Context: an optimization exercise on an open-source flow, tuned for small area, a short achievable clock period and few clock cycles per item. The choices shown serve that exercise and are no tape-out recipe. The RTL was checked by simulation tests, not by an equivalence proof against the original design. No activity file was given, so power comes from the tool's default toggle rates.

**flow/run.sh**
```bash
#!/bin/bash
# synth_recipe.tcl (not shown) runs the flow's synth.tcl, then flattens the netlist and writes it again
# the make line also repeats each setting of config.mk as NAME=value (left out here)
make -C /OpenROAD-flow-scripts/flow DESIGN_CONFIG=/design/flow/config.mk WORK_HOME=/design/flow/orfs CLKGATE_MAP_FILE= SYNTH_SCRIPT=/design/flow/synth_recipe.tcl finish
```
**flow/config.mk**
```make
export PLATFORM = sky130hd
export DESIGN_NAME = cordicManager
export DESIGN_NICKNAME = cordicManager
export VERILOG_FILES = /design/flow/design.v
export SDC_FILE = /design/flow/constraint.sdc
export NUM_CORES = 4
export LEC_CHECK = 0
export CAP_MARGIN = 20
export CORE_MARGIN = 2
export CORE_UTILIZATION = 40
export SLEW_MARGIN = 20
```
**flow/constraint.sdc**
```tcl
create_clock -name core_clock -period 8.0 [get_ports {clk_i}]
set_input_delay 1.6000 -clock core_clock [delete_from_list [all_inputs] [get_ports {clk_i}]]
set_output_delay 1.6000 -clock core_clock [all_outputs]
set_load 0.01 [all_outputs]
```
**flow/design.v**
```verilog
`timescale 1ns / 1ps
module fixed_div#(
    parameter Q = 16,
    parameter N = 32
)(
    input 	        clk_i,
    input           nrst_i,
    input 	        valid_i,
    input 	[N-1:0] opA_i,
    input 	[N-1:0] opB_i,
    output 	        ready_o,
    output 	[N-1:0] result_o
);
reg [2*N+Q-3:0] aux_quotient_r;
reg [N-1:0]     quotient_r;			
reg [N-2+Q:0]   aux_dividend_r;	
reg [2*N+Q-3:0]	aux_divisor_r;	
reg [N-1:0]     cnt_r;
reg             done_r;	
reg             sign_r;	
reg             compute_r;
assign result_o     = {sign_r, quotient_r[N-2:0]};			
assign ready_o      = done_r;
always @(posedge clk_i or negedge nrst_i) begin
    if(~nrst_i) begin
        compute_r       <= 1'b0;
        done_r          <= 1'b0;		
        sign_r          <= 1'b0;		
        aux_quotient_r  <= 0;
        quotient_r      <= 0;		
        aux_dividend_r  <= 0;
        aux_divisor_r   <= 0;
        cnt_r           <= 0; 		
    end
    else begin
        if(valid_i) begin
            if(~compute_r) begin
                compute_r       <= 1'b1;
                done_r          <= 1'b0;
                cnt_r           <= N+Q-1;                 
                aux_quotient_r  <= 0;                      
                aux_dividend_r  <= 0;							
                aux_divisor_r   <= 0;								
                aux_dividend_r[N+Q-2:Q]         <= opA_i[N-2:0];				
                aux_divisor_r[2*N+Q-3:N+Q-1]    <= opB_i[N-2:0];		
                sign_r <= opA_i[N-1] ^ opB_i[N-1];
            end
            else if(~done_r) begin
                aux_divisor_r   <= aux_divisor_r >> 1;	
                cnt_r           <= cnt_r - 1;								
                if(aux_dividend_r >= aux_divisor_r) begin
                    aux_quotient_r[cnt_r]   <= 1'b1;										
                    aux_dividend_r          <= aux_dividend_r - aux_divisor_r;	
                end
                if(cnt_r == 0) begin
                    done_r      <= 1'b1;										
                    quotient_r  <= aux_quotient_r;		
                end           
            end
        end
        else begin
            compute_r   <= 1'b0;
            done_r      <= 1'b0;
        end
    end
end
endmodule
`timescale 1ns / 1ps
module fixed_sub #(
    parameter Q = 16,
    parameter N = 32
)(
    input           clk_i,
    input           nrst_i,
    input           valid_i,
    input   [N-1:0] opA_i,
    input   [N-1:0] opB_i,
    output          ready_o,
    output  [N-1:0] result_o
);
reg [N-1:0] result_r;
reg         ready_r;
assign ready_o  = ready_r;
assign result_o = result_r[N-1]?{1'b1,~result_r[N-2:0]}:result_r;
always @(posedge clk_i or negedge nrst_i) begin
    if(~nrst_i) begin
        result_r    <= 0;
        ready_r     <= 1'b0;
    end
    else begin
        if(valid_i)begin
            result_r    <= opA_i - opB_i;
            ready_r     <= 1'b1;
        end
        else begin
            ready_r         <= 1'b0;
        end
    end
end
endmodule
`timescale 1ns / 1ps
module fixed_sqrt #(
    parameter   Q       = 16,    
    parameter   N       = 32,  
    localparam  ITER    = (N+Q) >> 1
)(
    input           clk_i,
    input           nrst_i,
    input           valid_i,  
    input   [N-1:0] opA_i,    
    output          ready_o,   
    output  [N-1:0] result_o   
);
reg [N-1:0] radCpy_r;   
reg [N-1:0] radCpy_next_r;   
reg [N-1:0] auxRoot_r;
reg [N-1:0] auxRoot_next_r; 
reg [N+1:0] acc_r;
reg [N+1:0] acc_next_r;  
reg [N+1:0] checkSign_r;  
reg [clog2(ITER)-1:0] iterator_r;     
reg compute_r;
reg done_r;	
assign ready_o  = done_r;
assign result_o = auxRoot_next_r;
always @(*) begin
    checkSign_r = acc_r - {auxRoot_r, 2'b01};
    if (checkSign_r[N+1] == 0) begin 
        {acc_next_r, radCpy_next_r} = {checkSign_r[N-1:0], radCpy_r, 2'b0};
        auxRoot_next_r              = {auxRoot_r[N-2:0], 1'b1};
    end else begin
        {acc_next_r, radCpy_next_r} = {acc_r[N-1:0], radCpy_r, 2'b0};
        auxRoot_next_r              = auxRoot_r << 1;
    end
end
always @(posedge clk_i or negedge nrst_i) begin
    if(~nrst_i) begin
        compute_r           <= 1'b0;
        done_r              <= 1'b0;
        iterator_r          <= 0;
        auxRoot_r           <= 0;
        acc_r               <= 0;
        radCpy_r            <= 0;
    end
    else begin
        if(valid_i) begin
            if(~compute_r) begin
                compute_r           <= 1'b1;
                done_r              <= 1'b0;
                iterator_r          <= 0;
                auxRoot_r           <= 0;
                acc_r               <= 0;
                radCpy_r            <= 0;
                {acc_r, radCpy_r}   <= {{N{1'b0}}, opA_i, 2'b0};
            end
            else if(~done_r) begin
                if (iterator_r >= ITER-1) begin 
                    done_r  <= 1'b1; 
                end 
                else begin 
                    iterator_r  <= iterator_r + 1;
                    radCpy_r    <= radCpy_next_r;
                    acc_r       <= acc_next_r;
                    auxRoot_r   <= auxRoot_next_r;
                end
            end
        end
        else begin
            compute_r   <= 1'b0;
            done_r      <= 1'b0;    
        end
    end
end
function integer clog2;
input integer value;
begin  
    value = value-1;
    for (clog2=0; value>0; clog2=clog2+1)
        value = value>>1;
end  
endfunction
endmodule
`timescale 1ns / 1ps
module new_fixed_mul #(
    parameter Q = 16,
    parameter N = 32
)(
    input   clk_i, 
    input   nrst_i,
    input   signed	[(N-1):0]  opA_i, 
    input   signed	[(N-1):0]  opB_i, 
    input   valid_i, 
    output  signed	[(N-1):0]   result_o, 
    output  ready_o
);
reg	[clog2(N)-1:0]	mult_it_r;
reg	[N-1:0]	        opA_r;
reg	[N-1:0]	        opB_r;
reg	[N+N-1:0]	    result_r;
reg			        ready_r;
reg                 busy_r;
wire	last_step_w;
assign	last_step_w = (mult_it_r == 0);
wire	[N-1:0]	soft_mult_w;
assign	soft_mult_w = (opB_r[0] ? opA_r : 0);
wire [N+N-1:0] pre_result_w;
assign pre_result_w = result_r[N+N-1:0] + {1'b1, {(N-2){1'b0}}, 1'b1, {(N){1'b0}}};
assign result_o =  {(opA_i[N-1] ^ opB_i[N-1]), pre_result_w[N-2+Q : Q]};
assign ready_o =   ready_r;
always @(posedge clk_i or negedge nrst_i) begin
    if (~nrst_i) begin
        ready_r <= 1'b0;
        busy_r <= 1'b0;
    end 
    else begin
        if(valid_i) begin
            ready_r <= last_step_w;
            busy_r <= 1'b1;
        end
        else begin
            ready_r <= 1'b0;
            busy_r <= 1'b0;
        end
    end
end
always @(posedge clk_i or negedge nrst_i) begin
    if (~nrst_i) begin
        mult_it_r <= N-1;
        result_r <= 0;
        opA_r <= 0;
        opB_r <= 0;
    end 
    else begin
        if(busy_r) begin
            if (~ready_r) begin
                opB_r <= (opB_r >> 1);
                result_r[N-2:0] <= result_r[N-1:1];
                if(~last_step_w) begin
                    result_r[N+N-1:N-1] <=   {1'b0,result_r[N+N-1:N]} +
                                            { 1'b0, !soft_mult_w[N-1], soft_mult_w[N-2:0] };
                    mult_it_r <= mult_it_r - 1;
                end
                else begin
                    result_r[N+N-1:N-1] <=   { 1'b0, result_r[N+N-1:N]} +
                                                { 1'b0, soft_mult_w[N-1], ~soft_mult_w[N-2:0] };
                end
            end
        end
        else begin
            mult_it_r <= N-1;
            result_r <= 0;
            opA_r <= {1'b0, opA_i[N-2:0]};
            opB_r <= {1'b0, opB_i[N-2:0]};
        end
    end
end
function integer clog2;
input integer value;
begin  
    value = value-1;
    for (clog2=0; value>0; clog2=clog2+1)
        value = value>>1;
end  
endfunction
endmodule
`timescale 1ns / 1ps
module arcTan #(
    localparam	IW=16,      
    localparam	NSTAGES=18,
    localparam	WW=21,       
    localparam	PW=26	     
)(
	input                       clk_i,
    input                       nrst_i,
    input                       valid_i,
	input   signed	[(IW-1):0]	cos_i,
    input   signed	[(IW-1):0]	sin_i,
	output          [(IW-1):0]	phase_o,
	output                      atang_valid_o
);
wire	signed  [(WW-1):0]	    cos_w;
wire	signed  [(WW-1):0]	    sin_w;
reg	    signed  [(WW-1):0]	    x_r	    [0:NSTAGES];
reg	    signed	[(WW-1):0]	    y_r	    [0:NSTAGES];
reg		        [(PW-1):0]	    ph_r    [0:NSTAGES];
reg		        [(NSTAGES):0]   atang_valid_r;
wire	[25:0]	cordic_angles_w [0:(NSTAGES-1)];
assign	cos_w = { {(2){cos_i[(IW-1)]}}, cos_i, {(WW-IW-2){1'b0}} };
assign	sin_w = { {(2){sin_i[(IW-1)]}}, sin_i, {(WW-IW-2){1'b0}} };
assign phase_o          = ph_r[NSTAGES][(PW-2):9];
assign atang_valid_o    = atang_valid_r[NSTAGES];
always @(posedge clk_i or negedge nrst_i) begin
    if (~nrst_i) begin
        atang_valid_r <= 0;
    end
    else begin
        atang_valid_r <= { atang_valid_r[(NSTAGES-1):0], valid_i };
    end
end
always @(posedge clk_i or negedge nrst_i) begin
    if (~nrst_i) begin
        x_r[0] <= 0;
        y_r[0] <= 0;
        ph_r[0] <= 0;
    end 
    else if (valid_i) begin
        case({cos_i[IW-1], sin_i[IW-1]})
            2'b01: begin  
                x_r[0]  <=  cos_w - sin_w;
                y_r[0]  <=  cos_w + sin_w;
                ph_r[0] <= 26'b01010111111101101110111110;
            end
            2'b10: begin  
                x_r[0]  <= -cos_w + sin_w;
                y_r[0]  <= -cos_w - sin_w;
                ph_r[0] <= 26'b00100101101100101111100011;
            end
            2'b11: begin  
                x_r[0]  <= -cos_w - sin_w;
                y_r[0]  <=  cos_w - sin_w;
                ph_r[0] <= 26'b00111110110101001111010001;
            end
            default: begin  
                x_r[0]  <=  cos_w + sin_w;
                y_r[0]  <=  sin_w - cos_w;
                ph_r[0] <= 26'b00001100100100001111110110;
            end                
        endcase
    end
end
assign	cordic_angles_w[ 0] =  26'b00000111011010110001100111;  
assign	cordic_angles_w[ 1] =  26'b00000011111010110110111010;  
assign	cordic_angles_w[ 2] =  26'b00000001111111010101101110;  
assign	cordic_angles_w[ 3] =  26'b00000000111111111010101011;  
assign	cordic_angles_w[ 4] =  26'b00000000011111111111010101;  
assign	cordic_angles_w[ 5] =  26'b00000000001111111111111010;  
assign	cordic_angles_w[ 6] =  26'b00000000000111111111111111;  
assign	cordic_angles_w[ 7] =  26'b00000000000011111111111111;  
assign	cordic_angles_w[ 8] =  26'b00000000000010000000000000;  
assign	cordic_angles_w[ 9] =  26'b00000000000001000000000000;  
assign	cordic_angles_w[10] =  26'b00000000000000011111111111;  
assign	cordic_angles_w[11] =  26'b00000000000000001111111111;  
assign	cordic_angles_w[12] =  26'b00000000000000000111111111;  
assign	cordic_angles_w[13] =  26'b00000000000000000011111111;  
assign	cordic_angles_w[14] =  26'b00000000000000000010000000;  
assign	cordic_angles_w[15] =  26'b00000000000000000000111111;  
assign	cordic_angles_w[16] =  26'b00000000000000000000011111;  
assign	cordic_angles_w[17] =  26'b00000000000000000000010000;  
genvar	i;
generate 
    for(i=0; i<NSTAGES; i=i+1) begin : CORDIC_ROT
        always @(posedge clk_i or negedge nrst_i) begin
            if (~nrst_i) begin
                x_r[i+1]    <= 0;
                y_r[i+1]    <= 0;
                ph_r[i+1]   <= 0;
            end 
            else if (valid_i) begin
                if ((cordic_angles_w[i] == 0)||(i >= WW)) begin  
                    x_r[i+1]    <= x_r[i];
                    y_r[i+1]    <= y_r[i];
                    ph_r[i+1]   <= ph_r[i];
                end 
                else if (y_r[i][WW-1]) begin 
                    x_r[i+1]    <= x_r[i]   - (y_r[i]>>>(i+1));
                    y_r[i+1]    <= y_r[i]   + (x_r[i]>>>(i+1));
                    ph_r[i+1]   <= ph_r[i]  - cordic_angles_w[i];
                end 
                else begin
                    x_r[i+1]    <= x_r[i]   + (y_r[i]>>>(i+1));
                    y_r[i+1]    <= y_r[i]   - (x_r[i]>>>(i+1));
                    ph_r[i+1]   <= ph_r[i]  + cordic_angles_w[i];
                end
            end
        end
    end 
endgenerate
endmodule
`timescale 1ns / 1ps
module thetaCos #(
    parameter   [4:0]   THETAMAX_P      = 9, 
    parameter   [9:0]   FRAME_COLUMNS_P = 360, 
    parameter   [2:0]   FRAME_NUMBER_P  = 5, 
    localparam  [11:0]  TOTAL_POINTS_P  = (FRAME_COLUMNS_P*FRAME_NUMBER_P) 
)(
    input           clk_i,
    input           nrst_i,
    input           theta_iteration_valid_i,
    input   [11:0]  theta_iteration_i,
    output          thetaCos_valid_o,
    output  [33:0]  thetaCos_o
);
reg         thetaM_valid_r;
wire        thetaM_ready_w;
wire [36:0] thetaM_w;
reg         mirrorStepPoints_valid_r;
wire        mirrorStepPoints_ready_w;
wire [37:0] mirrorStepPoints_w;
wire        mirrorStep_ready_w;
wire [33:0] mirrorStep_w;
wire        thetaItStep_ready_w;
wire [47:0] thetaItStep_w;
wire        thetaStep_valid_w;
wire [33:0] thetaStep_w;
wire        thetaCos_ovr_w;
always @(posedge clk_i or negedge nrst_i) begin
    if(~nrst_i) begin
        thetaM_valid_r              <= 1'b0;
        mirrorStepPoints_valid_r    <= 1'b0;
    end
    else begin
        thetaM_valid_r              <= 1'b1;
        mirrorStepPoints_valid_r    <= 1'b1;
    end
end
new_fixed_mul #(32,37) mul_uut ( 
    .clk_i(clk_i),
    .nrst_i(nrst_i),
    .valid_i(thetaM_valid_r),
    .opA_i({THETAMAX_P, {32{1'b0}}}), 
    .opB_i({{5{1'b0}}, 32'b00000100011101111101000110101000}), 
    .ready_o(thetaM_ready_w),
    .result_o(thetaM_w)
);
fixed_div #(26,38) div_uut ( 
    .clk_i(clk_i),
    .nrst_i(nrst_i),
    .valid_i(mirrorStepPoints_valid_r), 
    .opA_i({12'd2, {26{1'b0}}}), 
    .opB_i({TOTAL_POINTS_P - 1'b1, {26{1'b0}}}), 
    .ready_o(mirrorStepPoints_ready_w),
    .result_o(mirrorStepPoints_w)
);
new_fixed_mul #(32,34) mul_uut2 ( 
    .clk_i(clk_i),
    .nrst_i(nrst_i),
    .valid_i(thetaM_ready_w & mirrorStepPoints_ready_w),
    .opA_i({mirrorStepPoints_w[27:0], {6{1'b0}}}), 
    .opB_i(thetaM_w[33:0]), 
    .ready_o(mirrorStep_ready_w),
    .result_o(mirrorStep_w)
);
new_fixed_mul #(32,48) mul_uut3 ( 
    .clk_i(clk_i),
    .nrst_i(nrst_i),
    .valid_i(mirrorStep_ready_w & theta_iteration_valid_i),
    .opA_i({{4{1'b0}}, theta_iteration_i, {32{1'b0}}}), 
    .opB_i({{14{1'b0}}, mirrorStep_w}), 
    .ready_o(thetaItStep_ready_w),
    .result_o(thetaItStep_w)
);
fixed_sub #(32,34) sub_uut ( 
    .clk_i(clk_i),
    .nrst_i(nrst_i),
    .valid_i(thetaM_ready_w & thetaItStep_ready_w),
    .opA_i(thetaM_w[33:0]), 
    .opB_i(thetaItStep_w[33:0]), 
    .ready_o(thetaStep_valid_w),
    .result_o(thetaStep_w)
);
fixed_div #(32,34) div_uut1 ( 
    .clk_i(clk_i),
    .nrst_i(nrst_i),
    .valid_i(thetaStep_valid_w&thetaM_ready_w), 
    .opA_i(thetaStep_w), 
    .opB_i(thetaM_w[33:0]), 
    .ready_o(thetaCos_valid_o),
    .result_o(thetaCos_o)
);
endmodule
`timescale 1ns / 1ps
module thetaSin(
    input           clk_i,
    input           nrst_i,
    input           thetaCos_valid_i,
    input   [33:0]  thetaCos_i,
    output          thetaSin_valid_o,
    output  [33:0]  thetaSin_o
);
wire        squared_thetaCos_ready_w;
wire [33:0] squared_thetaCos_w;
wire        pre_thetaSin_ready_w;
wire [33:0] pre_thetaSin_w;
new_fixed_mul #(32,34) mul_uut ( 
    .clk_i(clk_i),
    .nrst_i(nrst_i),
    .valid_i(thetaCos_valid_i),
    .opA_i(thetaCos_i), 
    .opB_i(thetaCos_i), 
    .ready_o(squared_thetaCos_ready_w),
    .result_o(squared_thetaCos_w)
);
fixed_sub #(32,34) sub_uut ( 
    .clk_i(clk_i),
    .nrst_i(nrst_i),
    .valid_i(squared_thetaCos_ready_w),
    .opA_i({2'b01, {32{1'b0}}}), 
    .opB_i(squared_thetaCos_w), 
    .ready_o(pre_thetaSin_ready_w),
    .result_o(pre_thetaSin_w)
);
fixed_sqrt #(32,34) fixed_sqrt_uut ( 
    .clk_i(clk_i),
    .nrst_i(nrst_i),
    .valid_i(pre_thetaSin_ready_w),    
    .opA_i(pre_thetaSin_w), 
    .ready_o(thetaSin_valid_o),   
    .result_o(thetaSin_o)
);
endmodule
`timescale 1ns / 1ps
module cordicManager #(
  parameter   [4:0]   THETAMAX_P      = 9, 
  parameter   [9:0]   FRAME_COLUMNS_P = 360, 
  parameter   [2:0]   FRAME_NUMBER_P  = 5, 
  localparam  [11:0]  TOTAL_POINTS_P  = (FRAME_COLUMNS_P*FRAME_NUMBER_P)
)(
  input           clk_i,
  input           nrst_i,
  input   [23:0]  freq_i,
  input           theta_iteration_valid_i,
  input   [11:0]  theta_iteration_i,
  output          dt_Ticks_valid_o,
  output          next_dt_Ticks_o,
  output  [15:0]  dt_Ticks_o
);
reg         new_dtTick_r, next_dtTick_r;
reg [1:0]   dtTick_states_r;
wire        thetaCos_valid_w;
wire [33:0] thetaCos_w;
wire        thetaSin_valid_w;
wire [33:0] thetaSin_w;
wire        cordic_dout_tvalid_w;
wire [15:0] cordic_dout_tdata_w;
wire        pre_dtTicks_valid_w;
wire [31:0] pre_dtTicks_w;
wire        dtTicks_valid_w;
wire [38:0] dtTicks_w;
assign  dt_Ticks_valid_o  = new_dtTick_r;
assign  next_dt_Ticks_o   = next_dtTick_r;
assign  dt_Ticks_o        = dtTicks_w[35:20];
wire [15:0] cordic_cos_w;
wire [15:0] cordic_sin_w;
assign cordic_cos_w = thetaCos_w[33] ? {1'b1,~thetaCos_w[32:18] + 1'b1}:thetaCos_w[33:18];
assign cordic_sin_w = (theta_iteration_i == TOTAL_POINTS_P-1) ? {16{1'b0}} : thetaSin_w[33:18]; 
always @(posedge clk_i or negedge nrst_i) begin
  if(~nrst_i) begin
    dtTick_states_r <= 2'b00;
    new_dtTick_r    <= 1'b0;
    next_dtTick_r   <= 1'b0;
  end
  else begin 
    dtTick_states_r <= {dtTick_states_r[0], dtTicks_valid_w};
    new_dtTick_r    <= (dtTick_states_r[0] & ~dtTick_states_r[1]);
    next_dtTick_r   <= (~dtTick_states_r[0] & dtTick_states_r[1]);
  end
end
fixed_div #(20,39) div_uut( 
  .clk_i(clk_i),
  .nrst_i(nrst_i),
  .valid_i(pre_dtTicks_valid_w), 
  .opA_i({pre_dtTicks_w, {7{1'b0}}}), 
  .opB_i({{16{1'b0}}, 23'b11001001000011111101101}),  
  .ready_o(dtTicks_valid_w),
  .result_o(dtTicks_w)
);
new_fixed_mul #(13,32) mul_uut( 
  .clk_i(clk_i),
  .nrst_i(nrst_i),
  .valid_i(cordic_dout_tvalid_w),
  .opA_i({{16{1'b0}}, cordic_dout_tdata_w}),
  .opB_i({freq_i[18:0], {13{1'b0}}}), 
  .ready_o(pre_dtTicks_valid_w),
  .result_o(pre_dtTicks_w)
);
arcTan arcTan_uut(
  .clk_i(clk_i),
  .nrst_i(nrst_i),
  .valid_i(thetaCos_valid_w & thetaSin_valid_w),
  .cos_i(cordic_cos_w),
  .sin_i(cordic_sin_w),
  .phase_o(cordic_dout_tdata_w),
  .atang_valid_o(cordic_dout_tvalid_w)
);
thetaCos  #(
  .THETAMAX_P(THETAMAX_P),
  .FRAME_COLUMNS_P(FRAME_COLUMNS_P),
  .FRAME_NUMBER_P(FRAME_NUMBER_P)
) thetaCos_uut(
  .clk_i(clk_i),
  .nrst_i(nrst_i),
  .theta_iteration_valid_i(theta_iteration_valid_i),
  .theta_iteration_i(theta_iteration_i),
  .thetaCos_valid_o(thetaCos_valid_w),
  .thetaCos_o(thetaCos_w)
);
thetaSin  thetaSin_uut(
  .clk_i(clk_i),
  .nrst_i(nrst_i),
  .thetaCos_valid_i(thetaCos_valid_w),
  .thetaCos_i(thetaCos_w),
  .thetaSin_valid_o(thetaSin_valid_w),
  .thetaSin_o(thetaSin_w)
);
endmodule
```
==> results by group <==
Timing
  • Max-slew violations: 0
  • Worst-Margin Slew: 1030 ps
  • # setup viols final: 0
  • Final cycle utilization of the critical path: 75.4%
  • Worst Skew: 72.7 ps
  • Min cycle time layout: 6030 ps
  • RSZ-0062 raised after global routing: no
  • Setup TNS: 0 ps
  • Slew margin rel.: 29.3%
  • FMAX: 166 MHz
  • Fin. Hold Viols: 0

Setup path
  • Setup slack, reg-to-reg: between 2000 and 3000 ps
  • Setup crit end kind: register
  • Reg2reg end: arcTan_uut.x_r[0][16]
  • Startpoint class of the critical path: input port
  • Reg2Reg Depth: 19
  • Slowest-stage cell, CP: nand3_1
  • Arrival time worst endpoint: 6930 ps
  • CP required: 8900 ps
  • Setup CP Type: in2reg
  • Crit path max-delay family: compound AO/OA/AOI/OAI gates
  • Buf/Inv on CP: 3
  • Crit-path cells: clkdlybuf4s50_1, nor4bb_1, nand3_1, nand2_1, inv_1, ha_1, inv_1, fa_1, o21bai_1, a21oi_1, o21bai_1, o311ai_0, nand2_1, o41a_1, a221oi_1, o211ai_1, o21a_1, o221ai_1, and3_1, nand2b_1
  • Slowest Stage Delay on Critical Path: between 500 and 600 ps
  • Reg2reg start: thetaCos_uut.div_uut1.sign_r
  • Crit-path max FO: 3

GRT
  • Met2 Track Usage GR: 31.8%
  • GRT Max-Usage Layer: met2
  • Pin count of the biggest net entering global routing: 249
  • Met1 usage: 25.5%
  • Vias in the first global route: 142,000
  • First-pass GRT wire length: 734 mm
  • Met3 usage: 1.72%
  • Total gr overflow: 0
  • Initial antenna violation count: 7
  • GRT Util Overall: between 10% and 20%

Synth
  • Number of distinct library cells after synthesis: 99
  • Register bit count reported by yosys: 2,590
  • Warning count from the yosys run: 15
  • Synth Net Count: 22,900
  • Syn avg cell area: 8.61 um2
  • Mux contribution to synthesized area: 2.61%
  • Sequential area share after synthesis: 35.5%
  • Synth top area share: 35.3%
  • Cell with the most instances after synthesis: nand2_1
  • Largest family of logic cells by synthesized area: compound AO/OA/AOI/OAI gates
  • Commonest cells post-synth: nand2_1, dfrtp_1, o21ai_0, ha_1, a21oi_1
  • Post-synth top area cell: dfrtp_1
  • Synth Area in XOR/XNOR: 9.32%
  • Cell area after synthesis: roughly 0.18 mm2
  • Area contributors post-synth: dfrtp_1, ha_1, nand2_1
  • Async SR Flop Fraction: 100%
  • Synth Area in Compound Gates: 20.6%
  • Number of synthesized flops with an enable pin: 0
  • Synth Area in Simple Gates: between 10% and 20%
  • Syn Inst Count: 21,200
  • Adder-cell share of the synthesized area: a little under an eighth
  • Ys flop type: dfrtp_1

CTS
  • CTS root buffer: clkbuf_16
  • CTS max path bufs: 4
  • Clk sinks: 2,590
  • Setup repair bufs after CTS: 0
  • H-Tree Depth: 5
  • CTS Buf Count: 321
  • Worst skew pair latency: ~980 ps
  • Cts hold-fix bufs: 0
  • CTS clock-pin slew for the worst setup and hold paths: 60 ps
  • # resized after CTS: 0
  • CTS tree: yes

Placed design
  • Hpwl dp: 312 mm
  • DP Area: roughly 0.19 mm2
  • Buffers on Ports: 50
  • GPL Wtd Cong: about 0.86

Floorplan
  • Die area: 0.462 mm2
  • I/O pin cnt: 57
  • Row count: ~250
  • Die width: about 680 um
  • Starting Density: 40.1%
  • Core Box Area: about 0.46 mm2
  • Chip Height: 680 um

Pwr
  • Final Power: 0.0292 W
  • Power per cell area: 146 mW/mm2
  • Leak pwr: 94.4 nW
  • Maximum vdd drop: 0.181 mV

Min path
  • Hold path depth: 0
  • Min-Delay Path Class: reg2reg
  • Hold endpoint: arcTan_uut.atang_valid_r[14]
  • Hold Startpoint: arcTan_uut.atang_valid_r[13]

Run
  • Max Cap Viol: 0

Detailed routing
  • Antenna-violating nets left: 0
  • DR vias: 147,000
  • DRT iter0 DRCs: 8,677
  • Detailed Routing Iterations Pass 1: 7
  • Drt total wl: between 400 and 500 mm
  • Vias per inst: 5.41
  • Residual DRC: 0
  • Average wire per standard cell: approximately 16 um

Cells and area
  • Share of layout cells above drive strength 1: 5.44%
  • Post-layout nets: 22,600
  • Final instance area: 0.200 mm2
  • Layout area overhead: 9.49%

Status
  • Status: complete, no violations
-- cells by family after synthesis --
| logic type | Yosys count |
|---|---|
| XOR/XNOR | 1943 |
| flip-flops | 2590 |
| other | 1 |
| multiplexers | 452 |
| buffers and inverters | 1802 |
| adder cells (fa/ha/maj) | 1675 |
| AO/OA/AOI/OAI | 6114 |
| AND/OR/NAND/NOR | 6628 |
-- flip-flops by register name, indices dropped and copies added, names as in the netlist, 38 cells and up --
register,cells
thetaCos_uut.div_uut1.aux_divisor_r,98
thetaCos_uut.mul_uut.result_r,42
mul_uut.result_r,51
arcTan_uut.x_r,335
div_uut.cnt_r,39
thetaCos_uut.div_uut.aux_divisor_r,100
thetaCos_uut.div_uut1.aux_dividend_r,65
thetaCos_uut.div_uut.cnt_r,38
thetaCos_uut.div_uut.aux_dividend_r,63
thetaCos_uut.mul_uut3.result_r,64
div_uut.aux_divisor_r,81
arcTan_uut.y_r,353
div_uut.aux_dividend_r,58
arcTan_uut.ph_r,447
-- worst max-delay path by stage --
stage	from	to	depth (start not counted)
2_1_floorplan	theta_iteration_i[5]	arcTan_uut.y_r[0][20]	19
6_report	theta_iteration_i[9]	arcTan_uut.y_r[0][19]	20
5_1_grt	theta_iteration_i[9]	arcTan_uut.x_r[0][18]	18
4_1_cts	theta_iteration_i[9]	arcTan_uut.y_r[0][19]	20
3_3_place_gp	theta_iteration_i[9]	arcTan_uut.y_r[0][18]	18
3_5_place_dp	theta_iteration_i[9]	arcTan_uut.y_r[0][20]	20
-- placed cells by master, fill, tap and decap left out, drive strengths merged, types with 46 or more instances in the layout --
cell / n
buf: 151
clkdlybuf4s50: 49
nand2: 2824
dfrtp: 2574
o21a: 154
o31ai: 357
a21oi: 1491
clkinv: 68
o21bai: 174
nor2: 1441
xnor2: 1146
mux2i: 255
and2: 230
a31o: 51
or3: 138
nor2b: 180
a21boi: 60
nor4: 144
inv: 929
clkbuf: 438
ha: 1615
a211oi: 161
xor2: 797
or4: 50
o41ai: 53
and3: 155
o22ai: 249
mux2: 197
fa: 60
a21o: 527
o21ai: 2024
nand2b: 227
a31oi: 218
nand4: 96
or2: 83
nor3b: 46
a22o: 77
o211ai: 54
nand3: 438
nor3: 464
-- metrics by stage --
stage | util, % | hold WS (ps) | cells | worst slack (ps)
finish | 43.9 | 342 | 27100 | 1970
global route | 43.9 | 351 | 27100 | 1680
CTS | 43.9 | 347 | 27100 | 2090
detailed placement | 41.4 | 335 | 26500 | 1050
global placement | 41.4 | 333 | 26500 | 985
floorplan | - | 331 | 21200 | 2780
-- per-layer routing --
layer  wire (um)  vias to the layer above
met5           0                        -
met4        9250                        0
met3       13300                      540
met2      206000                     1857
met1      210000                    69800
li1            -                    74500
-- layout make-up --
cell class | count | area [um2]
Multi-Input combinational cell | 16800 | 111000
Clock buffer | 438 | 9140
Antenna cell | 3 | 7.51
Sequential cell | 2590 | 64900
Inverter | 913 | 3440
Fill cell | 45000 | 256000
Clock inverter | 142 | 1920
Tap cell | 6000 | 7510
Timing Repair Buffer | 200 | 1940
-- report_power, final --
group	switching, W	internal [W]	leakage, nW	total (W)
logic	0.000517	0.000187	53.2	0.000704
registers	0.0000454	0.0132	35.8	0.0132
clock network	0.00618	0.00910	5.37	0.0153
total	0.00674	0.0224	94.4	0.0292
Testbench counts, summed over its fixed seeds: cycles 169,040, items 512.

## separate check: timing with driven ports
The flow's constraints put no driver on any port. The routed layout listed below was extracted and timed again, unchanged, in two steps.
Step 1, drivers: a clkbuf_16 drives clk_i and a buf_2 each remaining input, both assumed.
Step 2 times the ports against the registers' clock, not the clock port: input delays grow and output delays shrink by t, the midpoint of the rising clock arrivals with the driver on.
a / b / c = ideal ports / drivers / drivers and shift; a / b = the first two.
t, ns: 1.054
slack for setup (ns): 1.967 / 2.058 / 1.004
clock arrival spread, ns: 0.073 / 0.073
worst data-port slew with drivers (ns): 0.10
cell pins on the clock port's net: 1
After both steps this run still meets setup and hold. The setup slack of this run moves by +0.091 ns with the drivers and by -0.963 ns with both steps.
